This design comes from an exercise in tuning for small area and a short achievable clock period on the open sky130 flow, not from production work.
At most, simulation tests tie the RTL to the original design; equivalence was not proved.
For run 1, only the layout was checked, not whether the RTL still works.

==> flow/design.v (outline; a module is shown in full before it is edited, if it fits) <==
// module gte_mac123: 1212 lines
// module mac_benc: 6 lines
// module mac_fa: 4 lines
// module mac_ha: 4 lines
module gte_mac123 (
   input  wire               clk,
   input  wire               reset,
   input  wire               trigger,
   input  wire signed [31:0] mul1,
   input  wire signed [31:0] mul2,
   input  wire signed [44:0] add,
   input  wire               sub,
   input  wire               swap,
   input  wire               save_shifted,
   input  wire               use_ir,
   input  wire               ir_shift,
   input  wire               ir_shift_flag,
   input  wire               sat_ir,
   input  wire               sat_ir_flag,
   input  wire               use_result,
   output wire signed [31:0] mac_result,
   output reg                mac_writeback,
   output wire signed [15:0] ir_result,
   output reg                ir_writeback,
   output reg  signed [44:0] mac_last,
   output wire signed [31:0] mac_shifted,
   output wire               flag_mac_uf,
   output wire               flag_mac_of,
   output wire               flag_ir
);
  // ...
==> flow/flow/run.sh <==
#!/bin/bash
# The standard layout (the standard.sh with its unchanged synthesis) with two
# changes to how the layout is made: the port buffers are plain buffers
# (sky130_fd_sc_hd__buf_1) instead of the delay cells buffer_ports picks by
# default, and ORFS's timing repair is asked for a setup margin past what the
# clock period needs. The clock and constraints are the design's.
# make's full output goes to make_finish.log in the work folder.
set -euo pipefail
here="$(cd "$(dirname "${BASH_SOURCE[0]}")/.." && pwd)"
cd "$here"
bash ./standard.sh "BUFFER_PORTS_ARGS=-buffer_cell sky130_fd_sc_hd__buf_1" \
  SETUP_SLACK_MARGIN=7.5 finish > make_finish.log 2>&1
==> flow/standard.sh <==
#!/bin/bash
# synth_recipe.tcl (not shown) runs the flow's synth.tcl, then flattens the netlist and writes it again
# the make line also repeats each setting of config.mk as NAME=value (left out here)
make -C /OpenROAD-flow-scripts/flow DESIGN_CONFIG=/design/flow/config.mk WORK_HOME=/design/flow/orfs CLKGATE_MAP_FILE= SYNTH_SCRIPT=/design/flow/synth_recipe.tcl "${@:-finish}"
==> flow/config.mk <==
export PLATFORM = sky130hd
export DESIGN_NAME = gte_mac123
export DESIGN_NICKNAME = gte_mac123
export VERILOG_FILES = /design/flow/design.v
export SDC_FILE = /design/flow/constraint.sdc
export NUM_CORES = 4
export LEC_CHECK = 0
export ABC_AREA = 1
export CAP_MARGIN = 20
export CORE_MARGIN = 2
export CORE_UTILIZATION = 40
export SLEW_MARGIN = 20
export SYNTH_HIERARCHICAL = 1
==> flow/constraint.sdc <==
create_clock -name core_clock -period 14.0 [get_ports {clk}]
set_input_delay 2.8000 -clock core_clock [delete_from_list [all_inputs] [get_ports {clk}]]
set_output_delay 2.8000 -clock core_clock [all_outputs]
set_load 0.01 [all_outputs]
==> key figures, run 1 <==
Place
  • Worst Setup Slack post-DPL: 5.98 ns
  • Input/output buffers: 250
  • Cell count after placement: 4,350
  • Final Wtd Congestion: 0.880

Critical path
  • Maximum cell stage delay along the critical path: 0.57 ns
  • Worst-case reg-to-reg path depth: 20
  • Critical Path Slowest Stage Cell: fa_1
  • Capturing point of the worst reg2reg path: a_r[16]$_DFF_P_

Final layout
  • Fraction of final layout cells with drive strength greater than 1: 14.8%
  • Fraction of standard cell area in multi-input logic: 69.7%
  • Clock buf count: 19
  • Finished Core Util: 47.2%
  • Register ranked first by flip-flop count: mac_last
  • Most frequent cells in the layout: 486 x xor2_1, 422 x nand2_1, 401 x fa_1

Detailed routing
  • Starting DRC count in detailed routing: 2,538
  • DR vias: 25.2k
  • DR WL/cell: 22.6 um
  • Met1 WL: 41.4 mm

STA
  • Final count of negative-setup-slack endpoints: 0
  • Post-layout minimum cycle time: 6.60 ns
  • Highest clock rate: 151 MHz

Synthesis
  • Most instantiated cells after synthesis: 500 x xor2_1, 468 x nand2_1, 418 x fa_1
  • Cell with the most instances after synthesis: xor2_1
  • Gate count of the mapped netlist: 3,357
  • Synthesized area: 0.0284 mm^2

Clock network
  • Clock sink total: 186
  • Clock latency on the worst-skew pair: 0.49 ns
  • Buffers from clock root to sink, at most: 2

Global routing
  • All-Layer GR Usage: 26.5%

Die
  • Initial Utilization: 40.5%

Status
  • Status: finished clean
==> inputs of run 2 (changes only) <==
--- a/flow/design.v
+++ b/flow/design.v
@@ -24,18 +24,20 @@
    output wire               flag_mac_of,
    output wire               flag_ir
 );
    wire [33:0] ybits = {mul2, 1'b0};
    wire [32:0] x = {mul1[31], mul1};
    wire [15:0] bone, btwo, bneg;
    genvar gj;
    generate for (gj = 0; gj < 16; gj = gj + 1) begin : benc
-      mac_benc u_enc (.y0(ybits[2*gj]), .y1(ybits[2*gj+1]), .y2(ybits[2*gj+2]),
-                      .one(bone[gj]), .two(btwo[gj]), .neg(bneg[gj]));
+      wire y0 = ybits[2*gj], y1 = ybits[2*gj+1], y2 = ybits[2*gj+2];
+      assign bone[gj] = y0 ^ y1;
+      assign btwo[gj] = (y2 & ~y1 & ~y0) | (~y2 & y1 & y0);
+      assign bneg[gj] = y2;
    end endgenerate
    wire [32:0] pp0 = (({33{bone[0]}} & x) | ({33{btwo[0]}} & {x[31:0], 1'b0})) ^ {33{bneg[0]}};
    wire [32:0] pp1 = (({33{bone[1]}} & x) | ({33{btwo[1]}} & {x[31:0], 1'b0})) ^ {33{bneg[1]}};
    wire [32:0] pp2 = (({33{bone[2]}} & x) | ({33{btwo[2]}} & {x[31:0], 1'b0})) ^ {33{bneg[2]}};
    wire [32:0] pp3 = (({33{bone[3]}} & x) | ({33{btwo[3]}} & {x[31:0], 1'b0})) ^ {33{bneg[3]}};
    wire [32:0] pp4 = (({33{bone[4]}} & x) | ({33{btwo[4]}} & {x[31:0], 1'b0})) ^ {33{bneg[4]}};
    wire [32:0] pp5 = (({33{bone[5]}} & x) | ({33{btwo[5]}} & {x[31:0], 1'b0})) ^ {33{bneg[5]}};
    wire [32:0] pp6 = (({33{bone[6]}} & x) | ({33{btwo[6]}} & {x[31:0], 1'b0})) ^ {33{bneg[6]}};
@@ -1180,47 +1182,34 @@
    wire pcy_g5_0 = pcy_g3_4 | (pcy_p3_4 & pcy_g4_0);
    wire pcy_p5_0 = pcy_p3_4 & pcy_p4_0;
    wire [43:0] vcy = {va_g5_43, va_g5_42, va_g5_41, va_g5_40, va_g5_39, va_g5_38, va_g5_37, va_g5_36, va_g5_35, va_g5_34, va_g5_33, va_g5_32, va_g4_31, va_g4_30, va_g4_29, va_g4_28, va_g4_27, va_g4_26, va_g4_25, va_g4_24, va_g4_23, va_g4_22, va_g4_21, va_g4_20, va_g4_19, va_g4_18, va_g4_17, va_g4_16, va_g3_15, va_g3_14, va_g3_13, va_g3_12, va_g3_11, va_g3_10, va_g3_9, va_g3_8, va_g2_7, va_g2_6, va_g2_5, va_g2_4, va_g1_3, va_g1_2, va_g0_1, vg[0]};              
    wire [43:0] vci = {vcy[42:0], 1'b0};       
    wire [43:0] pg = ps_r & pc_r;
    wire [43:0] pp_ = ps_r | pc_r;
    wire        pcarry = pcy_g5_0;
    wire        T44 = c3[43] ^ vcy[43] ^ z44_r ^ pcarry;
-   wire [43:0] V = vh ^ vci;
-   assign R = {T44, V ^ {44{inv_r}}};
+   assign R = {T44, (vh ^ {44{inv_r}}) ^ vci};
    assign mac_shifted = R[43:12];
    assign mac_result  = save_shifted_r ? R[43:12] : R[31:0];
    assign flag_mac_uf = mac_writeback & R[44] & ~R[43];
    assign flag_mac_of = mac_writeback & ~R[44] & R[43];
-   wire [43:0] vp1 = {vp[42:0], 1'b0};
-   wire [43:0] vg1 = {vg[42:0], 1'b0};
-   wire lo_z = &(~(vh[31:16] ^ vp1[31:16]));
-   wire lo_o = &(vh[31:16] ^ vg1[31:16]);
-   wire hi_z = &(~(vh[43:28] ^ vp1[43:28]));
-   wire hi_o = &(vh[43:28] ^ vg1[43:28]);
-   wire lo_big = ~(V[15] ? lo_o : lo_z);
-   wire hi_big = ~(V[27] ? hi_o : hi_z);
    wire lo_neg = R[31], hi_neg = R[43];
+   wire lo_big = ~(&R[31:15]) & (|R[31:15]);
+   wire hi_big = ~(&R[43:27]) & (|R[43:27]);
    wire        v_neg  = IRshift_1 ? hi_neg : lo_neg;
    wire        v_big  = IRshift_1 ? hi_big : lo_big;
    wire [15:0] v_low  = IRshift_1 ? R[27:12] : R[15:0];
    assign ir_result = ~ir_writeback ? 16'h0000 :
                       (satIR_1 & v_neg)  ? 16'h0000 :
                       v_big ? (v_neg ? 16'h8000 : 16'h7FFF) : v_low;
    wire        w_neg  = IRshiftFlag_1 ? hi_neg : lo_neg;
    wire        w_big  = IRshiftFlag_1 ? hi_big : lo_big;
    assign flag_ir = ir_writeback & ((satIRFlag_1 & w_neg) | w_big);
 endmodule
-module mac_benc (input wire y0, input wire y1, input wire y2,
-                 output wire one, output wire two, output wire neg);
-   assign one = y0 ^ y1;
-   assign two = (y2 & ~y1 & ~y0) | (~y2 & y1 & y0);
-   assign neg = y2;
-endmodule
 module mac_fa (input wire a, input wire b, input wire c, output wire s, output wire co);
    assign s  = a ^ b ^ c;
    assign co = (a & b) | (a & c) | (b & c);
 endmodule
 module mac_ha (input wire a, input wire b, output wire s, output wire co);
    assign s  = a ^ b;
    assign co = a & b;
 endmodule
--- a/flow/flow/run.sh
+++ b/flow/flow/run.sh
@@ -4,9 +4,9 @@
 # (sky130_fd_sc_hd__buf_1) instead of the delay cells buffer_ports picks by
 # default, and ORFS's timing repair is asked for a setup margin past what the
 # clock period needs. The clock and constraints are the design's.
 # make's full output goes to make_finish.log in the work folder.
 set -euo pipefail
 here="$(cd "$(dirname "${BASH_SOURCE[0]}")/.." && pwd)"
 cd "$here"
 bash ./standard.sh "BUFFER_PORTS_ARGS=-buffer_cell sky130_fd_sc_hd__buf_1" \
-  SETUP_SLACK_MARGIN=7.5 finish > make_finish.log 2>&1
+  SETUP_SLACK_MARGIN=7.25 finish > make_finish.log 2>&1
==> key figures, run 2 <==
STA
  • RSZ-0062 raised after global routing: yes (unchanged)
  • Final critical-path share of the clock period: 48.5% (was 47.2%)
  • Setup Skew: 0.0215 ns (was 0.0161 ns)
  • Final count of negative-setup-slack endpoints: 0 (unchanged)
  • Slew of the pin with the lowest slew margin: 1.19 ns (was 1.01 ns)
  • Post-layout minimum cycle time: 6.79 ns (was 6.60 ns)
  • Max-slew headroom at the worst pin: 20.8% (was 32.7%)
  • Number of endpoints with negative hold slack in the final report: 0 (unchanged)
  • Total negative slack: 0 ns (unchanged)
  • Final Max Tran Viols: 0 (unchanged)
  • Highest clock rate: 147 MHz (was 151 MHz)

Synthesis
  • Fraction of the mapped netlist area in compound gates: 14.0% (was 12.5%)
  • Sequential element share of the synthesized area: 13.8% (was 13.2%)
  • Main area contributors after synthesis: fa_1 29%, xor2_1 16%, dfxtp_1 14% (was fa_1 29%, xor2_1 15%, dfxtp_1 13%)
  • Cell with the most instances after synthesis: xor2_1 (unchanged)
  • Post-synthesis simple-gate area fraction: 11.0% (was 14.1%)
  • Xor and xnor fraction of the mapped netlist area: 17.5% (was 16.7%)
  • Yosys reg bits: 186 (unchanged)
  • Mapped Avg Cell Area: 8.87 um^2 (was 8.46 um^2)
  • Synth warn: 7 (unchanged)
  • Leading area contributor after synthesis: fa_1 (unchanged)
  • Post-synth EDFFs: 1 (unchanged)
  • Adder-cell area share of the yosys netlist: 35.1% (was 34.8%)
  • Gate count of the mapped netlist: 3,050 (was 3,357)
  • Async SR Flop Fraction: 0% (unchanged)
  • Predominant post-synthesis flop cell: dfxtp_1 (unchanged)
  • Most instantiated cells after synthesis: 486 x xor2_1, 407 x o22ai_1, 398 x fa_1 (was 500 x xor2_1, 468 x nand2_1, 418 x fa_1)
  • Multiplexer area fraction after synthesis: 1.18% (was 0.212%)
  • Synthesized area: 0.0271 mm^2 (was 0.0284 mm^2)
  • Combinational family with the most area after synthesis: adder cells (unchanged)
  • Share of the synthesized area in the top cell type: 29.4% (was 29.5%)
  • Count of cell types in the netlist: 63 (was 53)

Critical path
  • Worst-path fanout max: 8 (was 7)
  • Endpoint arrival time on the critical path: 3.99 ns (was 3.80 ns)
  • Critical path buffers and inverters: 3 (was 4)
  • Chain of cells forming the critical path: fa_1 > inv_2 > ha_4 > nor2_4 > and3_4 > nand2_4 > nand2_8 > nand2_8 > nand2_8 > nand2_8 > nand2_8 > nand2_4 > nand2_2 > nand2_2 > nand2_4 > nand2_2 > nor2_2 > nand4_1 > buf_4 > nand3_4 > nand2_8 > nor2_4 > nor2_2 > buf_2 (was fa_1 > inv_1 > ha_1 > nor4_4 > nand2_1 > nor2_2 > nand2_4 > nand2_4 > buf_12 > nand2_8 > nand2_4 > nand2_4 > nand3_4 > nand2_4 > nand2_4 > nand3_4 > buf_12 > nor2_1 > buf_2)
  • Family with the most delay on the worst path: simple AND/OR/NAND/NOR gates (unchanged)
  • Critical Path Slowest Stage Cell: fa_1 (unchanged)
  • Type of the setup path with the least slack: reg -> out (unchanged)
  • Maximum cell stage delay along the critical path: 0.57 ns (about the same)
  • Data required time at the worst endpoint: 11.20 ns (about the same)
  • Critical path launch point type: register (unchanged)
  • Most frequent cell on the critical path: nand2_8 (was nand2_4)
  • Endpoint class of the critical path: output pin (unchanged)

Worst hold path
  • Type of the most critical hold path: reg -> reg (unchanged)

Final layout
  • Final instance area: 0.0314 mm^2 (was 0.0331 mm^2)
  • Register ranked first by flip-flop count: mac_last (unchanged)
  • Number of nets in the finished design: 3,882 (was 4,183)
  • Flip-flop count of the largest register after layout: 45 (unchanged)
  • Area delta synth->final: 15.9% (was 16.6%)
  • Most common cell after layout, fill and taps aside: xor2_1 (unchanged)
  • Most frequent cells in the layout: 484 x xor2_1, 403 x o22ai_1, 394 x fa_1 (was 486 x xor2_1, 422 x nand2_1, 401 x fa_1)
  • Fraction of final layout cells with drive strength greater than 1: 16.1% (was 14.8%)
  • Final non-filler cell total: 4,129 (was 4,479)
  • Largest registers in the final layout: mac_last x45, a_r x44, ps_r x44 (unchanged)
  • Filler cells: 6,441 (was 6,739)
  • Finished Core Util: 46.8% (was 47.2%)

Global routing
  • Total grt overflow: 0 (unchanged)
  • Antenna violations before repair: 4 (was 2)
  • Global-route wire length before repair: 146 mm (was 149 mm)
  • All-Layer GR Usage: 27.6% (was 26.5%)
  • Number of global-route vias before repair: 23.5k (was 24.3k)
  • Pin count of the biggest net entering global routing: 64 (was 69)

Clock network
  • Post-CTS Hold Buffers: 0 (unchanged)
  • Root buffer selected by CTS: clkbuf_16 (unchanged)
  • Clock-pin slew on the worst setup and hold paths: 0.07 ns (was 0.08 ns)
  • Clock tree from TritonCTS: built (unchanged)
  • Clock latency on the worst-skew pair: 0.50 ns (was 0.49 ns)
  • Number of buffers created by CTS: 17 (unchanged)
  • Buffers from clock root to sink, at most: 2 (unchanged)
  • H-Tree Level Count: 4 (unchanged)
  • Clock sink total: 186 (unchanged)

Detailed routing
  • Remaining design rule violation count: 0 (unchanged)
  • DR vias: 23.8k (was 25.2k)
  • Starting DRC count in detailed routing: 2,539 (was 2,538)
  • DR WL/cell: 23.7 um (was 22.6 um)
  • Wire length reported by the detailed router: 98.0 mm (was 101 mm)
  • Detailed-router iteration count before antenna repair: 6 (was 5)
  • Via density per instance: 5.76 (was 5.62)
  • Antenna violation net count after detailed routing: 0 (unchanged)

Die
  • Die X-Extent: 264 um (was 270 um)
  • Die height: 264 um (was 270 um)
  • FP Rows: 95 (was 97)
  • Area of the core region: 0.0670 mm^2 (was 0.0701 mm^2)
  • Floorplan die area: 0.0698 mm^2 (was 0.0731 mm^2)
  • Initial Utilization: 40.4% (was 40.5%)
  • Num ports: 251 (unchanged)

Place
  • Area after DPL: 0.0287 mm^2 (was 0.0299 mm^2)
  • DPL Wire Length: 66.7 mm (was 70.1 mm)
  • Input/output buffers: 250 (unchanged)
  • Cell count after placement: 3,999 (was 4,350)
  • Final Wtd Congestion: 0.884 (was 0.880)

Run
  • Maximum capacitance violations: 0 (unchanged)

Status
  • Status: finished clean (unchanged)
-- run 2: cell count changes after synthesis, sizes merged, moves of 14 or more --
| cell | before | now |
|---|---|---|
| inv | 346 | 262 |
| nand2 | 482 | 359 |
| clkbuf | 173 | 201 |
| fa | 418 | 398 |
| a21oi | 39 | 54 |
| nor2 | 114 | 180 |
| o21ai | 89 | 110 |
| mux2i | 6 | 32 |
| nand3 | 168 | 49 |
| or2 | 37 | 4 |
| o21bai | 2 | 16 |
| buf | 90 | 39 |
-- run 2: cell families (layout without fill, tap and decap cells) --
group / after synthesis / count (layout)
fa+ha+maj: 521 / 521
mux: 32 / 32
flops: 186 / 186
other cells: 2 / 11
simple gates: 642 / 646
buf+inv: 510 / 698
xor+xnor: 537 / 537
compound gates: 620 / 625
-- run 2: layer usage --
metal | vias to the layer above | part of all wire (%) | GRT usage, %
li1 | 10400 | - | -
met4 | 2 | 4.8 | 11.6
met2 | 1487 | 45 | 42.9
met3 | 289 | 11 | 7.69
met1 | 11600 | 39 | 36.2
met5 | - | 0.011 | 0
-- run 2: path summary, 6_finish.rpt --
kind	from	endpoint	slack, ns	cells after the start
hold reg to reg	mac_last[43]$_DFF_P_	mac_last[43]$_DFF_P_	0.48	2
setup reg to reg	pc_r[5]$_DFF_P_	a_r[14]$_DFF_P_	10.48	16
hold / removal	mac_last[43]$_DFF_P_	mac_last[43]$_DFF_P_	0.48	2
setup / recovery	pc_r[7]$_DFF_P_	ir_result[4]	7.21	24
-- run 2: Yosys stat by module (local to each module, per instance) --
module      flip-flops and latches  cells inside  area, um^2  copies in the design
gte_mac123                     186          2616       18600                     1
mac_ha                           0             1        12.5                    36
mac_fa                           0             1        20.0                   398
-- run 2: worst reg2reg max path, delay by kind of cell (launching register included) --
| family | cells | cell delay (ns) |
|---|---|---|
| buffers and inverters | 4 | 0.42 |
| AOI/OAI and AO/OA | 4 | 0.83 |
| DFF | 1 | 0.36 |
| muxes | 1 | 0.14 |
| adders and majority gates | 2 | 0.67 |
| xor gates and xnor gates | 2 | 0.73 |
| and+or+nand+nor | 3 | 0.22 |
-- run 2: area by class of cell --
type / instances / area, um^2 / share of cell area [%]
clock buffer: 17 / 425 / 1.36
sequential: 186 / 3780 / 12.1
timing repair buffer: 394 / 2420 / 7.71
clock inverter: 15 / 180 / 0.574
timing repair inverter: 2 / 12.5 / 0.0399
inverter: 270 / 1040 / 3.33
tap: 873 / 1090 / 3.48
antenna: 3 / 7.51 / 0.0239
multi-input combinational: 2369 / 22400 / 71.4
-- run 2: repair_timing --
item	in CTS	in global routing
gates cloned	11	5
setup buffers	33	46
pin swaps	46	61
setup endpoints to repair	68	51
gates resized for setup	169	146
-- run 2: stage by stage --
stage	setup slack (ns)	hold slack, ns
2_1_floorplan	7.25	0.494
5_1_grt	7.00	0.507
3_3_place_gp	6.11	0.460
4_1_cts	7.24	0.484
6_report	7.21	0.480
3_5_place_dp	6.05	0.467
==> inputs of run 3 (changes only) <==
--- a/flow/flow/run.sh
+++ b/flow/flow/run.sh
@@ -11,2 +11,2 @@
 bash ./standard.sh "BUFFER_PORTS_ARGS=-buffer_cell sky130_fd_sc_hd__buf_1" \
-  SETUP_SLACK_MARGIN=7.25 finish > make_finish.log 2>&1
+  SETUP_SLACK_MARGIN=7.0 finish > make_finish.log 2>&1
--- a/flow/config.mk
+++ b/flow/config.mk
@@ -8,2 +8,3 @@
 export ABC_AREA = 1
+export ABC_CLOCK_PERIOD_IN_PS = 2500
 export CAP_MARGIN = 20
==> key figures, run 3 <==
Detailed routing
  • DR vias: 23.0k (was 23.8k)
  • Starting DRC count in detailed routing: 2,433 (was 2,539)
  • Via density per instance: 5.65 (was 5.76)
  • Wire length reported by the detailed router: 93.9 mm (was 98.0 mm)
  • Detailed-router iteration count before antenna repair: 6 (unchanged)
  • DR WL/cell: 23.1 um (was 23.7 um)
  • Antenna violation net count after detailed routing: 0 (unchanged)
  • Remaining design rule violation count: 0 (unchanged)

Final layout
  • Seq. cell area: 0.00377 mm^2 (was 0.00378 mm^2)
  • Filler cells: 6,559 (was 6,441)
  • Fraction of final layout cells with drive strength greater than 1: 11.8% (was 16.1%)
  • Most common cell after layout, fill and taps aside: xor2_1 (unchanged)
  • Register ranked first by flip-flop count: mac_last (unchanged)
  • Footprint of the multi-input gates: 0.0219 mm^2 (was 0.0224 mm^2)
  • Number of nets in the finished design: 3,825 (was 3,882)
  • Final instance area: 0.0302 mm^2 (was 0.0314 mm^2)
  • Largest registers in the final layout: mac_last x45, a_r x44, ps_r x44 (unchanged)
  • Most frequent cells in the layout: 485 x xor2_1, 407 x o22ai_1, 397 x fa_1 (was 484 x xor2_1, 403 x o22ai_1, 394 x fa_1)
  • Area delta synth->final: 11.6% (was 15.9%)
  • Flip-flop count of the largest register after layout: 45 (unchanged)

Clock network
  • Clock-pin slew on the worst setup and hold paths: 0.08 ns (was 0.07 ns)
  • Clock sink total: 186 (unchanged)
  • H-Tree Level Count: 4 (unchanged)
  • Clock latency on the worst-skew pair: 0.50 ns (about the same)
  • Buffers from clock root to sink, at most: 2 (unchanged)
  • Number of buffers created by CTS: 17 (unchanged)
  • Root buffer selected by CTS: clkbuf_16 (unchanged)
  • Clock tree from TritonCTS: built (unchanged)

Synthesis
  • Mapped Avg Cell Area: 8.87 um^2 (unchanged)
  • Synthesized area: 0.0271 mm^2 (unchanged)
  • Leading area contributor after synthesis: fa_1 (unchanged)
  • Share of the synthesized area in the top cell type: 29.4% (unchanged)
  • Yosys reg bits: 186 (unchanged)
  • Main area contributors after synthesis: fa_1 29%, xor2_1 16%, dfxtp_1 14% (unchanged)
  • Count of cell types in the netlist: 63 (unchanged)
  • Cell with the most instances after synthesis: xor2_1 (unchanged)
  • Most instantiated cells after synthesis: 486 x xor2_1, 407 x o22ai_1, 398 x fa_1 (unchanged)
  • Async SR Flop Fraction: 0% (unchanged)
  • Gate count of the mapped netlist: 3,050 (unchanged)
  • Sequential element share of the synthesized area: 13.8% (unchanged)
  • Predominant post-synthesis flop cell: dfxtp_1 (unchanged)
  • Synth warn: 7 (unchanged)
  • Post-synth EDFFs: 1 (unchanged)

Place
  • DPL Wire Length: 65.8 mm (was 66.7 mm)
  • Area after DPL: 0.0287 mm^2 (about the same)
  • Final Wtd Congestion: 0.878 (was 0.884)
  • Input/output buffers: 250 (unchanged)

Die
  • Die height: 264 um (unchanged)
  • Area of the core region: 0.0670 mm^2 (unchanged)
  • FP Rows: 95 (unchanged)
  • Floorplan die area: 0.0698 mm^2 (unchanged)
  • Num ports: 251 (unchanged)
  • Die X-Extent: 264 um (unchanged)
  • Initial Utilization: 40.4% (unchanged)

STA
  • Final critical-path share of the clock period: 49.7% (was 48.5%)
  • RSZ-0062 raised after global routing: yes (unchanged)
  • Highest clock rate: 144 MHz (was 147 MHz)
  • Final count of negative-setup-slack endpoints: 0 (unchanged)
  • Number of endpoints with negative hold slack in the final report: 0 (unchanged)
  • Setup Skew: 0.0175 ns (was 0.0215 ns)
  • Final Max Tran Viols: 0 (unchanged)
  • Slew of the pin with the lowest slew margin: 1.17 ns (was 1.19 ns)
  • Max-slew headroom at the worst pin: 22.0% (was 20.8%)
  • Total negative slack: 0 ns (unchanged)
  • Post-layout minimum cycle time: 6.96 ns (was 6.79 ns)

Critical path
  • Data required time at the worst endpoint: 14.37 ns (was 11.20 ns)
  • Maximum cell stage delay along the critical path: 0.57 ns (about the same)
  • Chain of cells forming the critical path: clkbuf_2 > clkbuf_8 > nor2_1 > a21oi_4 > buf_4 > o22ai_1 > xor2_1 > fa_1 > fa_1 > fa_1 > fa_1 > fa_1 > fa_1 (was fa_1 > inv_2 > ha_4 > nor2_4 > and3_4 > nand2_4 > nand2_8 > nand2_8 > nand2_8 > nand2_8 > nand2_8 > nand2_4 > nand2_2 > nand2_2 > nand2_4 > nand2_2 > nor2_2 > nand4_1 > buf_4 > nand3_4 > nand2_8 > nor2_4 > nor2_2 > buf_2)
  • Critical Path Slowest Stage Cell: fa_1 (unchanged)
  • Most frequent cell on the critical path: fa_1 (was nand2_8)
  • Type of the setup path with the least slack: in -> reg (was reg -> out)
  • Endpoint arrival time on the critical path: 7.33 ns (was 3.99 ns)
  • Endpoint class of the critical path: register (was output pin)
  • Worst-path fanout max: 37 (was 8)
  • Critical path launch point type: input port (was register)

Global routing
  • Number of global-route vias before repair: 22.3k (was 23.5k)
  • Global-route wire length before repair: 140 mm (was 146 mm)
  • All-Layer GR Usage: 26.3% (was 27.6%)
  • Total grt overflow: 0 (unchanged)
  • Pin count of the biggest net entering global routing: 64 (unchanged)
  • Antenna violations before repair: 1 (was 4)

Run
  • Maximum capacitance violations: 0 (unchanged)

Worst hold path
  • Type of the most critical hold path: reg -> reg (unchanged)

Status
  • Status: finished clean (unchanged)
==> run 3: changes by cell type in the layout (fill, tap and decap cells not counted), moves of 10 or more <==
cell and change:
ha_1 +10, nand2_4 -11, buf_2 -13, nand2_2 -16
clkbuf_2 +12, nor2_4 -12, buf_12 -13, nand2_1 +27
inv_1 +12, nor2_1 +17, buf_4 -30
==> run 3: per-layer routing <==
layer  global-route usage [%]  share of wire [%]  wire (um)  vias to the layer above
met5                        0                  0          0                        -
met2                     40.4                 45      42100                     1377
met1                     36.2                 42      39000                    11200
met3                     6.63                 11       9900                      183
met4                     8.65                3.1       2900                        0
li1                         -                  -          -                    10300
==> run 3: through the flow <==
step                      util (%)  cells  hold slack, ns  setup slack [ns]
after floorplan                  -   3056           0.494              7.04
after global placement        42.8   4003           0.463              6.30
after detailed placement      42.8   4003           0.464              6.24
after CTS                     43.9   4037           0.482              7.00
after global routing          45.1   4070           0.500              6.87
final                         45.1   4070           0.480              7.04
==> run 3: kinds of logic (layout without fill, tap and decap cells) <==
kind of cell	after synthesis	after routing	synth area share, %
and+or+nand+nor	642	646	11.0
muxes	32	32	1.18
buffers and inverters	510	646	7.33
adders and majority gates	521	521	35.1
other	2	9	0.0277
xor gates and xnor gates	537	537	17.5
AOI/OAI and AO/OA	620	620	14.0
DFF	186	186	13.8
==> run 3: critical path: cells and delay by family <==
family                     cells  cell delay, ns
adders and majority gates      6            2.75
AOI/OAI and AO/OA              2            0.54
xor gates and xnor gates       1            0.20
buffers and inverters          3            0.78
and+or+nand+nor                1            0.19
==> run 3: worst paths after layout <==
path	slack, ns	endpoint	cells past startpoint	from
max reg2reg	10.61	a_r[14]$_DFF_P_	14	ps_r[2]$_DFF_P_
min	0.48	mac_last[5]$_DFF_P_	2	mac_last[5]$_DFF_P_
min reg2reg	0.48	mac_last[5]$_DFF_P_	2	mac_last[5]$_DFF_P_
max	7.04	pc_r[32]$_DFF_P_	13	mul2[13]
==> run 3: per-module statistics from Yosys (local to each module, per instance) <==
| module | flip-flops and latches | cells inside | cell area, um^2 | copies in the design |
|---|---|---|---|---|
| mac_fa | 0 | 1 | 20.0 | 398 |
| mac_ha | 0 | 1 | 12.5 | 36 |
| gte_mac123 | 186 | 2616 | 18600 | 1 |
==> run 3: final cells by class <==
| class | instances | share of cell area [%] |
|---|---|---|
| diodes | 1 | 0.00828 |
| clock buffers | 20 | 1.48 |
| clock inverters | 12 | 0.522 |
| inverters | 270 | 3.37 |
| multi-input cells | 2364 | 72.6 |
| flip-flops and latches | 186 | 12.5 |
| well taps | 873 | 3.61 |
| repair buffers | 344 | 5.94 |
==> run 3: timing repair <==
| item | CTS | global route |
|---|---|---|
| gates cloned | 2 | 2 |
| pin swaps | 5 | 34 |
| endpoints found under the setup margin | 40 | 46 |
| gates resized for setup | 23 | 141 |
| hold buffers | 0 | 0 |
| buffers inserted | 0 | 29 |
==> inputs of run 4 (changes only) <==
--- a/flow/config.mk
+++ b/flow/config.mk
@@ -8,3 +8,2 @@
 export ABC_AREA = 1
-export ABC_CLOCK_PERIOD_IN_PS = 2500
 export CAP_MARGIN = 20
@@ -12,2 +11,3 @@
 export CORE_UTILIZATION = 40
+export PLACE_DENSITY = 0.8
 export SLEW_MARGIN = 20
==> key figures, run 4 <==
Status
  • Status: finished clean (unchanged)

Final layout
  • Flip-flop count of the largest register after layout: 45 (unchanged)
  • Final non-filler cell total: 4,083 (was 4,070)
  • Antenna diode count: 0 (was 1)
  • Number of nets in the finished design: 3,839 (was 3,825)
  • Largest registers in the final layout: mac_last x45, a_r x44, ps_r x44 (unchanged)
  • Most common cell after layout, fill and taps aside: xor2_1 (unchanged)
  • Fraction of final layout cells with drive strength greater than 1: 13.2% (was 11.8%)
  • Register ranked first by flip-flop count: mac_last (unchanged)
  • Area delta synth->final: 12.2% (was 11.6%)
  • Final instance area: 0.0304 mm^2 (was 0.0302 mm^2)
  • Most frequent cells in the layout: 485 x xor2_1, 407 x o22ai_1, 395 x fa_1 (was 485 x xor2_1, 407 x o22ai_1, 397 x fa_1)
  • Filler cells: 6,235 (was 6,559)

Detailed routing
  • Via density per instance: 5.94 (was 5.65)
  • Remaining design rule violation count: 0 (unchanged)
  • DR WL/cell: 22.5 um (was 23.1 um)
  • Antenna violation net count after detailed routing: 0 (unchanged)
  • Detailed-router iteration count before antenna repair: 8 (was 6)
  • Wire length reported by the detailed router: 91.9 mm (was 93.9 mm)
  • Starting DRC count in detailed routing: 3,336 (was 2,433)
  • DR vias: 24.3k (was 23.0k)

Clock network
  • Number of buffers created by CTS: 17 (unchanged)
  • Buffers from clock root to sink, at most: 2 (unchanged)
  • Clock latency on the worst-skew pair: 0.50 ns (about the same)
  • Clock sink total: 186 (unchanged)
  • H-Tree Level Count: 4 (unchanged)
  • Root buffer selected by CTS: clkbuf_16 (unchanged)
  • Clock tree from TritonCTS: built (unchanged)
  • Clock-pin slew on the worst setup and hold paths: 0.08 ns (about the same)

Synthesis
  • Cell with the most instances after synthesis: xor2_1 (unchanged)
  • Predominant post-synthesis flop cell: dfxtp_1 (unchanged)
  • Most instantiated cells after synthesis: 486 x xor2_1, 407 x o22ai_1, 398 x fa_1 (unchanged)
  • Share of the synthesized area in the top cell type: 29.4% (unchanged)
  • Async SR Flop Fraction: 0% (unchanged)
  • Main area contributors after synthesis: fa_1 29%, xor2_1 16%, dfxtp_1 14% (unchanged)
  • Count of cell types in the netlist: 63 (unchanged)
  • Post-synth EDFFs: 1 (unchanged)
  • Synth warn: 7 (unchanged)
  • Mapped Avg Cell Area: 8.87 um^2 (unchanged)
  • Sequential element share of the synthesized area: 13.8% (unchanged)
  • Synthesized area: 0.0271 mm^2 (unchanged)
  • Gate count of the mapped netlist: 3,050 (unchanged)
  • Leading area contributor after synthesis: fa_1 (unchanged)
  • Yosys reg bits: 186 (unchanged)

Place
  • Input/output buffers: 250 (unchanged)
  • Area after DPL: 0.0287 mm^2 (about the same)
  • Cell count after placement: 4,005 (was 4,003)
  • DPL Wire Length: 65.3 mm (was 65.8 mm)
  • Final Wtd Congestion: 0.916 (was 0.878)

Critical path
  • Data required time at the worst endpoint: 14.38 ns (was 14.37 ns)
  • Worst-path fanout max: 31 (was 37)
  • Endpoint arrival time on the critical path: 7.33 ns (about the same)
  • Most frequent cell on the critical path: fa_1 (unchanged)
  • Critical path launch point type: input port (unchanged)
  • Critical Path Slowest Stage Cell: fa_1 (unchanged)
  • Type of the setup path with the least slack: in -> reg (unchanged)
  • Endpoint class of the critical path: register (unchanged)
  • Maximum cell stage delay along the critical path: 0.53 ns (was 0.57 ns)
  • Chain of cells forming the critical path: buf_1 > inv_1 > buf_4 > nand2_1 > buf_4 > o22ai_1 > xor2_1 > fa_1 > fa_1 > fa_1 > fa_1 > fa_1 > fa_1 (was clkbuf_2 > clkbuf_8 > nor2_1 > a21oi_4 > buf_4 > o22ai_1 > xor2_1 > fa_1 > fa_1 > fa_1 > fa_1 > fa_1 > fa_1)

STA
  • Post-layout minimum cycle time: 6.95 ns (was 6.96 ns)
  • Total negative slack: 0 ns (unchanged)
  • Highest clock rate: 144 MHz (about the same)
  • Slew of the pin with the lowest slew margin: 1.12 ns (was 1.17 ns)
  • Final Max Tran Viols: 0 (unchanged)
  • RSZ-0062 raised after global routing: yes (unchanged)
  • Final critical-path share of the clock period: 49.7% (about the same)
  • Setup Skew: 0.0180 ns (was 0.0175 ns)
  • Final count of negative-setup-slack endpoints: 0 (unchanged)
  • Worst hold slack: 0.479 ns (was 0.480 ns)
  • Max-slew headroom at the worst pin: 24.6% (was 22.0%)
  • Number of endpoints with negative hold slack in the final report: 0 (unchanged)

Die
  • Initial Utilization: 40.4% (unchanged)
  • Die height: 264 um (unchanged)
  • Die X-Extent: 264 um (unchanged)
  • Area of the core region: 0.0670 mm^2 (unchanged)
  • FP Rows: 95 (unchanged)
  • Num ports: 251 (unchanged)
  • Floorplan die area: 0.0698 mm^2 (unchanged)

Global routing
  • Number of global-route vias before repair: 23.4k (was 22.3k)
  • Pin count of the biggest net entering global routing: 64 (unchanged)
  • All-Layer GR Usage: 25.5% (was 26.3%)
  • Total grt overflow: 0 (unchanged)
  • Antenna violations before repair: 3 (was 1)
  • Global-route wire length before repair: 138 mm (was 140 mm)

Run
  • Maximum capacitance violations: 0 (unchanged)

Worst hold path
  • Type of the most critical hold path: reg -> reg (unchanged)
run 4: cell count changes in the layout (fill, tap and decap cells not counted), sizes merged:
cell and change:
nand2 -1, buf +19, clkinv -3, clkbuf -7, inv +9, diode -1
bufinv -2, clkinvlp -1
run 4: worst paths after layout:
kind                            slack (ns)  cells after the start                  end           startpoint
worst min-delay path                  0.48                      2  mac_last[0]$_DFF_P_  mac_last[0]$_DFF_P_
worst max-delay path                  7.05                     13     pc_r[31]$_DFF_P_              mul2[0]
worst min register to register        0.48                      2  mac_last[0]$_DFF_P_  mac_last[0]$_DFF_P_
worst max register to register       10.41                     16      a_r[14]$_DFF_P_      pc_r[7]$_DFF_P_
run 4: logic make-up (layout without fill, tap and decap cells):
family / after synthesis / count (layout) / synth area share (%)
simple gates: 642 / 645 / 11.0
xor+xnor: 537 / 537 / 17.5
flops: 186 / 186 / 13.8
other cells: 2 / 8 / 0.0277
fa+ha+maj: 521 / 521 / 35.1
compound gates: 620 / 620 / 14.0
buf+inv: 510 / 661 / 7.33
mux: 32 / 32 / 1.18
run 4: layout make-up:
class / instances / area [um^2] / share of cell area (%)
inverter: 270 / 1010 / 3.34
sequential: 186 / 3780 / 12.4
clock buffer: 17 / 425 / 1.40
tap: 873 / 1090 / 3.60
clock inverter: 15 / 150 / 0.494
timing repair buffer: 359 / 1860 / 6.12
multi-input combinational: 2363 / 22000 / 72.6
run 4: Yosys stat by module (local to each module, per instance):
module | cell area (um^2) | cells | flip-flops and latches | times used
mac_fa | 20.0 | 1 | 0 | 398
gte_mac123 | 18600 | 2616 | 186 | 1
mac_ha | 12.5 | 1 | 0 | 36
run 4: repair_timing:
action | in CTS | in global routing
pin swaps | 4 | 68
setup buffers | 0 | 43
gates resized for setup | 26 | 185
setup endpoints to repair | 45 | 44
gates cloned | 2 | 1
hold buffers | 0 | 0
run 4: critical path, delay by kind of cell:
kind                     cells  cell delay [ns]
AO/OA/AOI/OAI                1             0.16
buffers and inverters        4             1.16
XOR/XNOR                     1             0.26
AND/OR/NAND/NOR              1             0.11
adder cells (fa/ha/maj)      6             2.77
run 4: through the flow:
step | utilization (%) | worst slack, ns
finish | 45.3 | 7.05
global route | 45.3 | 6.94
CTS | 43.9 | 7.00
detailed placement | 42.8 | 6.17
global placement | 42.8 | 6.26
floorplan | - | 7.04
run 4: metal layers:
layer / up-vias / track usage [%] / wire [um]
li1: 10300 / - / -
met1: 11500 / 31.4 / 33500
met2: 1937 / 40.6 / 41600
met3: 444 / 8.39 / 12000
met4: 6 / 11.3 / 4880
met5: - / 0 / 34
==> inputs of run 5 (changes only) <==
--- a/flow/config.mk
+++ b/flow/config.mk
@@ -11,3 +11,2 @@
 export CORE_UTILIZATION = 40
-export PLACE_DENSITY = 0.8
 export SLEW_MARGIN = 20
==> key figures, run 5 <==
STA
  • Total negative slack: 0 ns (unchanged)
  • Final Max Tran Viols: 0 (unchanged)
  • Number of endpoints with negative hold slack in the final report: 0 (unchanged)
  • Final count of negative-setup-slack endpoints: 0 (unchanged)
  • Slew of the pin with the lowest slew margin: 1.17 ns (was 1.12 ns)
  • Max-slew headroom at the worst pin: 22.0% (was 24.6%)
  • Highest clock rate: 144 MHz (about the same)
  • Final critical-path share of the clock period: 49.7% (about the same)
  • Setup Skew: 0.0175 ns (was 0.0180 ns)
  • RSZ-0062 raised after global routing: yes (unchanged)
  • Post-layout minimum cycle time: 6.96 ns (was 6.95 ns)

Synthesis
  • Predominant post-synthesis flop cell: dfxtp_1 (unchanged)
  • Main area contributors after synthesis: fa_1 29%, xor2_1 16%, dfxtp_1 14% (unchanged)
  • Xor and xnor fraction of the mapped netlist area: 17.5% (unchanged)
  • Most instantiated cells after synthesis: 486 x xor2_1, 407 x o22ai_1, 398 x fa_1 (unchanged)
  • Leading area contributor after synthesis: fa_1 (unchanged)
  • Count of cell types in the netlist: 63 (unchanged)
  • Sequential element share of the synthesized area: 13.8% (unchanged)
  • Yosys reg bits: 186 (unchanged)
  • Mapped Avg Cell Area: 8.87 um^2 (unchanged)
  • Cell with the most instances after synthesis: xor2_1 (unchanged)
  • Fraction of the mapped netlist area in compound gates: 14.0% (unchanged)
  • Combinational family with the most area after synthesis: adder cells (unchanged)
  • Post-synthesis simple-gate area fraction: 11.0% (unchanged)
  • Synthesized area: 0.0271 mm^2 (unchanged)
  • Gate count of the mapped netlist: 3,050 (unchanged)
  • Multiplexer area fraction after synthesis: 1.18% (unchanged)
  • Async SR Flop Fraction: 0% (unchanged)
  • Synth warn: 7 (unchanged)
  • Post-synth EDFFs: 1 (unchanged)
  • Share of the synthesized area in the top cell type: 29.4% (unchanged)
  • Adder-cell area share of the yosys netlist: 35.1% (unchanged)

Clock network
  • Clock sink total: 186 (unchanged)
  • Clock-pin slew on the worst setup and hold paths: 0.08 ns (about the same)
  • Number of buffers created by CTS: 17 (unchanged)
  • Buffers from clock root to sink, at most: 2 (unchanged)
  • H-Tree Level Count: 4 (unchanged)
  • Clock latency on the worst-skew pair: 0.50 ns (about the same)
  • Clock tree from TritonCTS: built (unchanged)
  • Root buffer selected by CTS: clkbuf_16 (unchanged)
  • Post-CTS Hold Buffers: 0 (unchanged)

Final layout
  • Largest registers in the final layout: mac_last x45, a_r x44, ps_r x44 (unchanged)
  • Most frequent cells in the layout: 485 x xor2_1, 407 x o22ai_1, 397 x fa_1 (was 485 x xor2_1, 407 x o22ai_1, 395 x fa_1)
  • Flip-flop count of the largest register after layout: 45 (unchanged)
  • Final instance area: 0.0302 mm^2 (was 0.0304 mm^2)
  • Number of nets in the finished design: 3,825 (was 3,839)
  • Filler cells: 6,559 (was 6,235)
  • Area delta synth->final: 11.6% (was 12.2%)
  • Most common cell after layout, fill and taps aside: xor2_1 (unchanged)
  • Register ranked first by flip-flop count: mac_last (unchanged)
  • Fraction of final layout cells with drive strength greater than 1: 11.8% (was 13.2%)

Detailed routing
  • Starting DRC count in detailed routing: 2,433 (was 3,336)
  • Remaining design rule violation count: 0 (unchanged)
  • Wire length reported by the detailed router: 93.9 mm (was 91.9 mm)
  • DR vias: 23.0k (was 24.3k)
  • Highest Signal Layer: met4 (was met5)
  • Detailed-router iteration count before antenna repair: 6 (was 8)
  • Met2 layer wire length in the routed design: 42.1 mm (was 41.6 mm)
  • Metal3 WL: 9.90 mm (was 12.0 mm)
  • DR WL/cell: 23.1 um (was 22.5 um)
  • Antenna violation net count after detailed routing: 0 (unchanged)
  • Met1 WL: 39.0 mm (was 33.5 mm)
  • Via density per instance: 5.65 (was 5.94)

Critical path
  • Endpoint arrival time on the critical path: 7.33 ns (about the same)
  • Critical path launch point type: input port (unchanged)
  • Type of the setup path with the least slack: in -> reg (unchanged)
  • Data required time at the worst endpoint: 14.37 ns (was 14.38 ns)
  • Worst-path fanout max: 37 (was 31)
  • Endpoint class of the critical path: register (unchanged)

Run
  • Maximum capacitance violations: 0 (unchanged)

Die
  • Area of the core region: 0.0670 mm^2 (unchanged)
  • Num ports: 251 (unchanged)
  • Floorplan die area: 0.0698 mm^2 (unchanged)
  • Initial Utilization: 40.4% (unchanged)
  • Die X-Extent: 264 um (unchanged)
  • Die height: 264 um (unchanged)
  • FP Rows: 95 (unchanged)

Global routing
  • Number of global-route vias before repair: 22.3k (was 23.4k)
  • All-Layer GR Usage: 26.3% (was 25.5%)
  • Total grt overflow: 0 (unchanged)
  • Global-route wire length before repair: 140 mm (was 138 mm)
  • Pin count of the biggest net entering global routing: 64 (unchanged)
  • Antenna violations before repair: 1 (was 3)

Place
  • Input/output buffers: 250 (unchanged)
  • Area after DPL: 0.0287 mm^2 (about the same)
  • DPL Wire Length: 65.8 mm (was 65.3 mm)
  • Final Wtd Congestion: 0.878 (was 0.916)

Worst hold path
  • Type of the most critical hold path: reg -> reg (unchanged)

Status
  • Status: finished clean (unchanged)
## run 5: kinds of logic after synthesis
| logic type | count (synthesis) |
|---|---|
| buffers and inverters | 510 |
| muxes | 32 |
| DFF | 186 |
| adders and majority gates | 521 |
| and+or+nand+nor | 642 |
| AOI/OAI and AO/OA | 620 |
| xor gates and xnor gates | 537 |
| other | 2 |
## run 5: final cells by class
| cell class | count | area (um^2) | area share (%) |
|---|---|---|---|
| Timing Repair Buffer | 344 | 1790 | 5.94 |
| Multi-Input combinational cell | 2364 | 21900 | 72.6 |
| Tap cell | 873 | 1090 | 3.61 |
| Sequential cell | 186 | 3770 | 12.5 |
| Antenna cell | 1 | 2.50 | 0.00828 |
| Clock buffer | 20 | 447 | 1.48 |
| Clock inverter | 12 | 158 | 0.522 |
| Inverter | 270 | 1020 | 3.37 |
## run 5: timing repair
| action | in CTS | in global routing |
|---|---|---|
| setup endpoints to repair | 40 | 46 |
| gates resized for setup | 23 | 141 |
| buffers inserted | 0 | 29 |
| pin swaps | 5 | 34 |
| gates cloned | 2 | 2 |
## run 5: metrics by stage
step	hold slack (ns)	utilization [%]	setup slack [ns]	instances
5_1_grt	0.500	45.1	6.87	4070
6_report	0.480	45.1	7.04	4070
3_5_place_dp	0.464	42.8	6.24	4003
3_3_place_gp	0.463	42.8	6.30	4003
2_1_floorplan	0.494	-	7.04	3056
4_1_cts	0.482	43.9	7.00	4037
## run 5: final timing paths
kind | from | to | slack (ns) | cells after the start
worst max-delay path | mul2[13] | pc_r[32]$_DFF_P_ | 7.04 | 13
worst min-delay path | mac_last[5]$_DFF_P_ | mac_last[5]$_DFF_P_ | 0.48 | 2
worst max register to register | ps_r[2]$_DFF_P_ | a_r[14]$_DFF_P_ | 10.61 | 14
worst min register to register | mac_last[5]$_DFF_P_ | mac_last[5]$_DFF_P_ | 0.48 | 2
## run 5: worst max-delay path: stages
cell and delay, ns:
clkbuf_2 0.08, clkbuf_8 0.37, nor2_1 0.19, a21oi_4 0.43
buf_4 0.33, o22ai_1 0.11, xor2_1 0.20, fa_1 0.42
fa_1 0.57, fa_1 0.44, fa_1 0.40, fa_1 0.51
fa_1 0.41
## run 5: per-layer routing
metal	vias up	track usage (%)
li1	10300	-
met1	11200	36.2
met2	1377	40.4
met3	183	6.63
met4	0	8.65
met5	-	0
## run 5: modules after synthesis, one instance, submodules excluded
module / cells inside / area (um^2) / times used / flops+latches
gte_mac123: 2616 / 18600 / 1 / 186
mac_ha: 1 / 12.5 / 36 / 0
mac_fa: 1 / 20.0 / 398 / 0
==> inputs of run 6 (changes only) <==
--- a/flow/config.mk
+++ b/flow/config.mk
@@ -13 +13,2 @@
 export SYNTH_HIERARCHICAL = 1
+export TNS_END_PERCENT = 30
==> key figures, run 6 <==
Critical path
  • Worst-path fanout max: 33 (was 37)
  • Critical Path Slowest Stage Cell: fa_1 (unchanged)
  • R2r setup slk: 10.58 ns (was 10.61 ns)
  • Critical path launch point type: input port (unchanged)
  • Maximum cell stage delay along the critical path: 0.57 ns (about the same)
  • Critical path buffers and inverters: 3 (unchanged)
  • Endpoint arrival time on the critical path: 7.45 ns (was 7.33 ns)
  • Data required time at the worst endpoint: 14.37 ns (about the same)
  • Type of the setup path with the least slack: in -> reg (unchanged)
  • Chain of cells forming the critical path: clkbuf_2 > buf_4 > nor2_1 > a21oi_4 > buf_4 > o22ai_1 > xor2_1 > fa_1 > fa_1 > fa_1 > fa_1 > fa_1 > fa_1 (was clkbuf_2 > clkbuf_8 > nor2_1 > a21oi_4 > buf_4 > o22ai_1 > xor2_1 > fa_1 > fa_1 > fa_1 > fa_1 > fa_1 > fa_1)
  • Most frequent cell on the critical path: fa_1 (unchanged)
  • Capturing point of the worst reg2reg path: a_r[14]$_DFF_P_ (unchanged)
  • FF-to-FF Start: ps_r[3]$_DFF_P_ (was ps_r[2]$_DFF_P_)
  • Worst-case reg-to-reg path depth: 16 (was 14)
  • Family with the most delay on the worst path: adder cells (unchanged)
  • Endpoint class of the critical path: register (unchanged)

Synthesis
  • Synth warn: 7 (unchanged)
  • Gate count of the mapped netlist: 3,050 (unchanged)
  • Cell with the most instances after synthesis: xor2_1 (unchanged)
  • Mapped Avg Cell Area: 8.87 um^2 (unchanged)
  • Async SR Flop Fraction: 0% (unchanged)
  • Main area contributors after synthesis: fa_1 29%, xor2_1 16%, dfxtp_1 14% (unchanged)
  • Post-synth EDFFs: 1 (unchanged)
  • Synthesized area: 0.0271 mm^2 (unchanged)
  • Count of cell types in the netlist: 63 (unchanged)
  • Most instantiated cells after synthesis: 486 x xor2_1, 407 x o22ai_1, 398 x fa_1 (unchanged)
  • Predominant post-synthesis flop cell: dfxtp_1 (unchanged)
  • Leading area contributor after synthesis: fa_1 (unchanged)
  • Share of the synthesized area in the top cell type: 29.4% (unchanged)
  • Yosys reg bits: 186 (unchanged)
  • Sequential element share of the synthesized area: 13.8% (unchanged)

Place
  • Cell count after placement: 4,003 (unchanged)
  • DPL Wire Length: 65.8 mm (unchanged)
  • Final Wtd Congestion: 0.878 (unchanged)
  • Input/output buffers: 250 (unchanged)
  • Area after DPL: 0.0287 mm^2 (unchanged)

Detailed routing
  • Starting DRC count in detailed routing: 2,509 (was 2,433)
  • Via density per instance: 5.65 (about the same)
  • Antenna violation net count after detailed routing: 0 (unchanged)
  • Remaining design rule violation count: 0 (unchanged)
  • DR vias: 23.0k (about the same)
  • Wire length reported by the detailed router: 93.8 mm (was 93.9 mm)
  • Detailed-router iteration count before antenna repair: 6 (unchanged)
  • DR WL/cell: 23.0 um (was 23.1 um)

Die
  • FP Rows: 95 (unchanged)
  • Die height: 264 um (unchanged)
  • Die X-Extent: 264 um (unchanged)
  • Floorplan die area: 0.0698 mm^2 (unchanged)
  • Num ports: 251 (unchanged)
  • Area of the core region: 0.0670 mm^2 (unchanged)
  • Initial Utilization: 40.4% (unchanged)

Global routing
  • Global-route wire length before repair: 140 mm (unchanged)
  • Antenna violations before repair: 1 (unchanged)
  • All-Layer GR Usage: 26.3% (unchanged)
  • Total grt overflow: 0 (unchanged)
  • Number of global-route vias before repair: 22.3k (unchanged)
  • Pin count of the biggest net entering global routing: 64 (unchanged)

Final layout
  • Fraction of final layout cells with drive strength greater than 1: 11.6% (was 11.8%)
  • Final instance area: 0.0302 mm^2 (about the same)
  • Final non-filler cell total: 4,070 (unchanged)
  • Flip-flop count of the largest register after layout: 45 (unchanged)
  • Number of nets in the finished design: 3,825 (unchanged)
  • Filler cells: 6,553 (was 6,559)
  • Area delta synth->final: 11.5% (was 11.6%)
  • Most frequent cells in the layout: 485 x xor2_1, 407 x o22ai_1, 397 x fa_1 (unchanged)
  • Register ranked first by flip-flop count: mac_last (unchanged)
  • Largest registers in the final layout: mac_last x45, a_r x44, ps_r x44 (unchanged)
  • Most common cell after layout, fill and taps aside: xor2_1 (unchanged)

Clock network
  • Buffers from clock root to sink, at most: 2 (unchanged)
  • Root buffer selected by CTS: clkbuf_16 (unchanged)
  • Number of buffers created by CTS: 17 (unchanged)
  • H-Tree Level Count: 4 (unchanged)
  • Clock tree from TritonCTS: built (unchanged)
  • Clock-pin slew on the worst setup and hold paths: 0.08 ns (about the same)
  • Post-CTS Hold Buffers: 0 (unchanged)
  • Clock latency on the worst-skew pair: 0.50 ns (about the same)
  • Clock sink total: 186 (unchanged)

Worst hold path
  • Min-Delay Endpoint: mac_last[5]$_DFF_P_ (unchanged)
  • Hold Path Origin: mac_last[5]$_DFF_P_ (unchanged)
  • Cell depth of the worst hold path: 2 (unchanged)
  • Type of the most critical hold path: reg -> reg (unchanged)

STA
  • Worst hold slack: 0.481 ns (was 0.480 ns)
  • Final count of negative-setup-slack endpoints: 0 (unchanged)
  • Final critical-path share of the clock period: 50.5% (was 49.7%)
  • Number of endpoints with negative hold slack in the final report: 0 (unchanged)
  • Total negative slack: 0 ns (unchanged)
  • Highest clock rate: 141 MHz (was 144 MHz)
  • Max-slew headroom at the worst pin: 23.0% (was 22.0%)
  • RSZ-0062 raised after global routing: yes (unchanged)
  • Post-layout minimum cycle time: 7.07 ns (was 6.96 ns)
  • Slew of the pin with the lowest slew margin: 1.16 ns (was 1.17 ns)
  • Setup Skew: 0.0172 ns (was 0.0175 ns)
  • Final Max Tran Viols: 0 (unchanged)

Run
  • Maximum capacitance violations: 0 (unchanged)

Status
  • Status: finished clean (unchanged)
## run 6: cell count changes in the layout (fill, tap and decap cells not counted), sizes merged
cell / delta
buf: +8
clkbuf: -8
## run 6: final cells by class
| class | instances | area (um^2) | area share [%] |
|---|---|---|---|
| diodes | 1 | 2.50 | 0.00830 |
| clock buffers | 20 | 447 | 1.48 |
| clock inverters | 12 | 158 | 0.523 |
| inverters | 270 | 1020 | 3.37 |
| multi-input cells | 2364 | 21900 | 72.7 |
| flip-flops and latches | 186 | 3770 | 12.5 |
| well taps | 873 | 1090 | 3.62 |
| repair buffers | 344 | 1750 | 5.82 |
## run 6: worst max-delay path by stage
stage,from,end,slack (ns),cells past startpoint
2_1_floorplan,mul2[19],pc_r[34]$_DFF_P_,7.04,12
3_3_place_gp,mul2[13],pc_r[32]$_DFF_P_,6.30,13
3_5_place_dp,mul2[13],pc_r[34]$_DFF_P_,6.24,13
4_1_cts,mul2[1],pc_r[34]$_DFF_P_,7.00,14
5_1_grt,ps_r[2]$_DFF_P_,ir_result[3],6.87,25
6_report,mul2[17],pc_r[34]$_DFF_P_,6.93,13
## run 6: metal layers
layer | wire [um] | track usage [%]
met1 | 39200 | 36.2
met2 | 41800 | 40.4
met3 | 9780 | 6.63
met4 | 3020 | 8.65
met5 | 0 | 0
## run 6: cell families (layout without fill, tap and decap cells)
logic type | after synthesis | count (layout) | synth area share (%)
AO/OA/AOI/OAI | 620 | 620 | 14.0
XOR/XNOR | 537 | 537 | 17.5
adder cells (fa/ha/maj) | 521 | 521 | 35.1
buffers and inverters | 510 | 646 | 7.33
flip-flops | 186 | 186 | 13.8
multiplexers | 32 | 32 | 1.18
other | 2 | 9 | 0.0277
AND/OR/NAND/NOR | 642 | 646 | 11.0
## run 6: worst reg2reg max path: stages (launching register included)
cell,delay (ns)
dfxtp_1,0.42
fa_1,0.47
inv_1,0.07
ha_1,0.21
inv_2,0.06
a21oi_4,0.14
nand2_4,0.09
nand2_4,0.09
nand2_8,0.07
a21oi_1,0.20
inv_1,0.09
a21oi_1,0.16
xor2_1,0.42
inv_1,0.14
o21ai_0,0.27
mux2i_1,0.13
xor2_1,0.30
## run 6: stage by stage
stage,util [%],worst slack [ns]
2_1_floorplan,-,7.04
3_3_place_gp,42.8,6.30
3_5_place_dp,42.8,6.24
4_1_cts,43.9,7.00
5_1_grt,45.0,6.87
6_report,45.0,6.93
## run 6: what timing repair did
item / in CTS / in global routing
cloned: 2 / 2
resized for setup: 23 / 123
pin swaps: 5 / 33
setup endpoints to repair: 40 / 46
buffers inserted: 0 / 29
## run 6: per-module statistics from Yosys, one instance, submodules excluded
module,cell area (um^2),flops+latches,cells inside,times used
mac_fa,20.0,0,1,398
mac_ha,12.5,0,1,36
gte_mac123,18600,186,2616,1
==> inputs of run 7 (changes only) <==
--- a/flow/config.mk
+++ b/flow/config.mk
@@ -8,7 +8,6 @@
 export ABC_AREA = 1
-export CAP_MARGIN = 20
+export CAP_MARGIN = 0
 export CORE_MARGIN = 2
 export CORE_UTILIZATION = 40
-export SLEW_MARGIN = 20
+export SLEW_MARGIN = 0
 export SYNTH_HIERARCHICAL = 1
-export TNS_END_PERCENT = 30
==> key figures, run 7 <==
Status
  • Status: finished clean (unchanged)

Synthesis
  • Gate count of the mapped netlist: 3,050 (unchanged)
  • Share of the synthesized area in the top cell type: 29.4% (unchanged)
  • Cell with the most instances after synthesis: xor2_1 (unchanged)
  • Post-synth EDFFs: 1 (unchanged)
  • Most instantiated cells after synthesis: 486 x xor2_1, 407 x o22ai_1, 398 x fa_1 (unchanged)
  • Synth warn: 7 (unchanged)
  • Sequential element share of the synthesized area: 13.8% (unchanged)
  • Yosys reg bits: 186 (unchanged)
  • Main area contributors after synthesis: fa_1 29%, xor2_1 16%, dfxtp_1 14% (unchanged)
  • Predominant post-synthesis flop cell: dfxtp_1 (unchanged)
  • Async SR Flop Fraction: 0% (unchanged)

Detailed routing
  • Via density per instance: 5.66 (was 5.65)
  • Starting DRC count in detailed routing: 2,508 (was 2,509)
  • Remaining design rule violation count: 0 (unchanged)
  • Antenna violation net count after detailed routing: 0 (unchanged)
  • Detailed-router iteration count before antenna repair: 6 (unchanged)
  • Wire length reported by the detailed router: 93.7 mm (was 93.8 mm)

Die
  • Floorplan die area: 0.0698 mm^2 (unchanged)
  • Initial Utilization: 40.4% (unchanged)
  • Area of the core region: 0.0670 mm^2 (unchanged)
  • Num ports: 251 (unchanged)
  • Die X-Extent: 264 um (unchanged)
  • Die height: 264 um (unchanged)

Critical path
  • Critical Path Slowest Stage Cell: fa_1 (unchanged)
  • Endpoint class of the critical path: register (unchanged)
  • Chain of cells forming the critical path: clkbuf_2 > clkbuf_8 > nor2_1 > a21oi_4 > buf_4 > o22ai_1 > xor2_1 > fa_1 > fa_1 > fa_1 > fa_1 > fa_1 > fa_1 (was clkbuf_2 > buf_4 > nor2_1 > a21oi_4 > buf_4 > o22ai_1 > xor2_1 > fa_1 > fa_1 > fa_1 > fa_1 > fa_1 > fa_1)
  • Data required time at the worst endpoint: 14.37 ns (about the same)
  • Worst-path fanout max: 37 (was 33)
  • Maximum cell stage delay along the critical path: 0.57 ns (about the same)
  • Critical path launch point type: input port (unchanged)
  • Critical path buffers and inverters: 3 (unchanged)

Run
  • Maximum capacitance violations: 0 (unchanged)

Final layout
  • Finished Core Util: 45.0% (about the same)
  • Seq. cell area: 0.00377 mm^2 (unchanged)
  • Most frequent cells in the layout: 485 x xor2_1, 407 x o22ai_1, 397 x fa_1 (unchanged)
  • Number of nets in the finished design: 3,824 (was 3,825)
  • Filler cells: 6,565 (was 6,553)
  • Flip-flop count of the largest register after layout: 45 (unchanged)
  • Register ranked first by flip-flop count: mac_last (unchanged)
  • Footprint of the multi-input gates: 0.0219 mm^2 (about the same)

Clock network
  • Number of buffers created by CTS: 17 (unchanged)
  • Clock tree from TritonCTS: built (unchanged)
  • Clock-pin slew on the worst setup and hold paths: 0.08 ns (about the same)
  • Clock latency on the worst-skew pair: 0.50 ns (about the same)
  • Root buffer selected by CTS: clkbuf_16 (unchanged)
  • H-Tree Level Count: 4 (unchanged)
  • Buffers from clock root to sink, at most: 2 (unchanged)

STA
  • Final Max Tran Viols: 0 (unchanged)
  • Final count of negative-setup-slack endpoints: 0 (unchanged)
  • Post-layout minimum cycle time: 6.97 ns (was 7.07 ns)
  • Slew of the pin with the lowest slew margin: 1.18 ns (was 1.16 ns)
  • Max-slew headroom at the worst pin: 21.3% (was 23.0%)
  • Number of endpoints with negative hold slack in the final report: 0 (unchanged)
  • Total negative slack: 0 ns (unchanged)
  • Final critical-path share of the clock period: 49.8% (was 50.5%)

Place
  • Input/output buffers: 250 (unchanged)
  • Final Wtd Congestion: 0.878 (unchanged)

Global routing
  • GRT met1 Usage: 36.2% (unchanged)
  • Pin count of the biggest net entering global routing: 64 (unchanged)
  • Antenna violations before repair: 1 (unchanged)
  • Total grt overflow: 0 (unchanged)
  • Layer carrying the most global-route usage: met2 (unchanged)
  • Global routing met2 resource utilization: 40.4% (unchanged)
  • All-Layer GR Usage: 26.3% (unchanged)
[run 7: cell count changes in the layout (fill, tap and decap cells not counted), moves of 2 or more]
cell,change
buf_4,-6
clkbuf_8,+6
buf_1,-2
clkbuf_2,+2
nand2_1,-2
nand2_2,+2
nor2_1,-2
nor2_2,+2
[run 7: cells by family after synthesis]
kind of cell / Yosys count / synth area share [%]
xor+xnor: 537 / 17.5
other cells: 2 / 0.0277
compound gates: 620 / 14.0
mux: 32 / 1.18
fa+ha+maj: 521 / 35.1
buf+inv: 510 / 7.33
simple gates: 642 / 11.0
flops: 186 / 13.8
[run 7: worst paths after layout]
| check | start | to | slack, ns | cells past startpoint |
|---|---|---|---|---|
| setup / recovery | mul2[13] | pc_r[32]$_DFF_P_ | 7.03 | 13 |
| hold / removal | mac_last[5]$_DFF_P_ | mac_last[5]$_DFF_P_ | 0.48 | 2 |
| setup reg to reg | ps_r[2]$_DFF_P_ | a_r[14]$_DFF_P_ | 10.59 | 14 |
| hold reg to reg | mac_last[5]$_DFF_P_ | mac_last[5]$_DFF_P_ | 0.48 | 2 |
[run 7: layout make-up]
type	count	area share [%]
clock buffers	20	1.48
inverters	270	3.38
well taps	873	3.62
diodes	1	0.00829
repair buffers	343	5.85
flip-flops and latches	186	12.5
multi-input cells	2364	72.7
clock inverters	12	0.522
[run 7: tightest hold or removal path, stage by stage, from the launching register on]
cell	delay (ns)
dfxtp_1	0.32
nand2_1	0.08
nand2_1	0.05
[run 7: timing repair]
| item | in CTS | in global routing |
|---|---|---|
| endpoints found under the setup margin | 40 | 46 |
| buffers inserted | 0 | 29 |
| hold buffers | 0 | 0 |
| cloned | 2 | 2 |
| pin swaps | 5 | 34 |
| resized for setup | 23 | 143 |
[run 7: routing by layer]
| layer | share of wire, % | vias up |
|---|---|---|
| met5 | 0 | - |
| met2 | 44 | 1401 |
| met4 | 3.3 | 0 |
| met1 | 42 | 11100 |
| met3 | 11 | 208 |
| li1 | - | 10300 |
[run 7: Yosys stat by module, one instance, submodules excluded]
module / area [um^2] / flip-flops and latches / cells
gte_mac123: 18600 / 186 / 2616
mac_fa: 20.0 / 0 / 1
mac_ha: 12.5 / 0 / 1
[run 7: through the flow]
step	setup slack [ns]	instances
3_3_place_gp	6.30	4003
6_report	7.03	4069
4_1_cts	7.00	4037
5_1_grt	6.87	4069
3_5_place_dp	6.24	4003
2_1_floorplan	7.04	3056

==> afterwards: timing with drivers on the ports <==
How much do the figures lean on ideal ports? The routed layouts below were timed once more, with nothing changed but the port constraints.
Step 1 assumes that a clkbuf_16 drives the clock port and a buf_2 every other input.
Step 2 moves the port delays by t, midway between the first and last clock arrival at a register: inputs arrive t later, outputs are due t later. That takes back most of the time a late clock gives input paths.
a / b / c = ideal ports / drivers / drivers and shift; a / b = the first two.
| run | shift t [ns] | setup WS [ns] | hold slack, ns | worst data-port slew with drivers (ns) | pins driven straight from the clock port |
|---|---|---|---|---|---|
| run 1 | 0.548 | 7.396 / 7.333 / 6.936 | 0.483 / 0.483 / 0.483 | 0.10 | 1 |
| run 2 | 0.544 | 7.211 / 7.153 / 6.763 | 0.480 / 0.480 / 0.480 | 0.18 | 1 |
| run 3 | 0.552 | 7.041 / 7.007 / 6.527 | 0.480 / 0.480 / 0.480 | 0.09 | 1 |
| run 4 | 0.551 | 7.048 / 7.078 / 6.529 | 0.479 / 0.479 / 0.479 | 0.08 | 1 |
| run 5 | 0.552 | 7.041 / 7.007 / 6.527 | 0.480 / 0.480 / 0.480 | 0.09 | 1 |
| run 6 | 0.552 | 6.926 / 6.959 / 6.407 | 0.481 / 0.481 / 0.481 | 0.08 | 1 |
| run 7 | 0.550 | 7.027 / 7.009 / 6.514 | 0.480 / 0.480 / 0.480 | 0.08 | 1 |
After both steps every run listed still meets setup and hold.
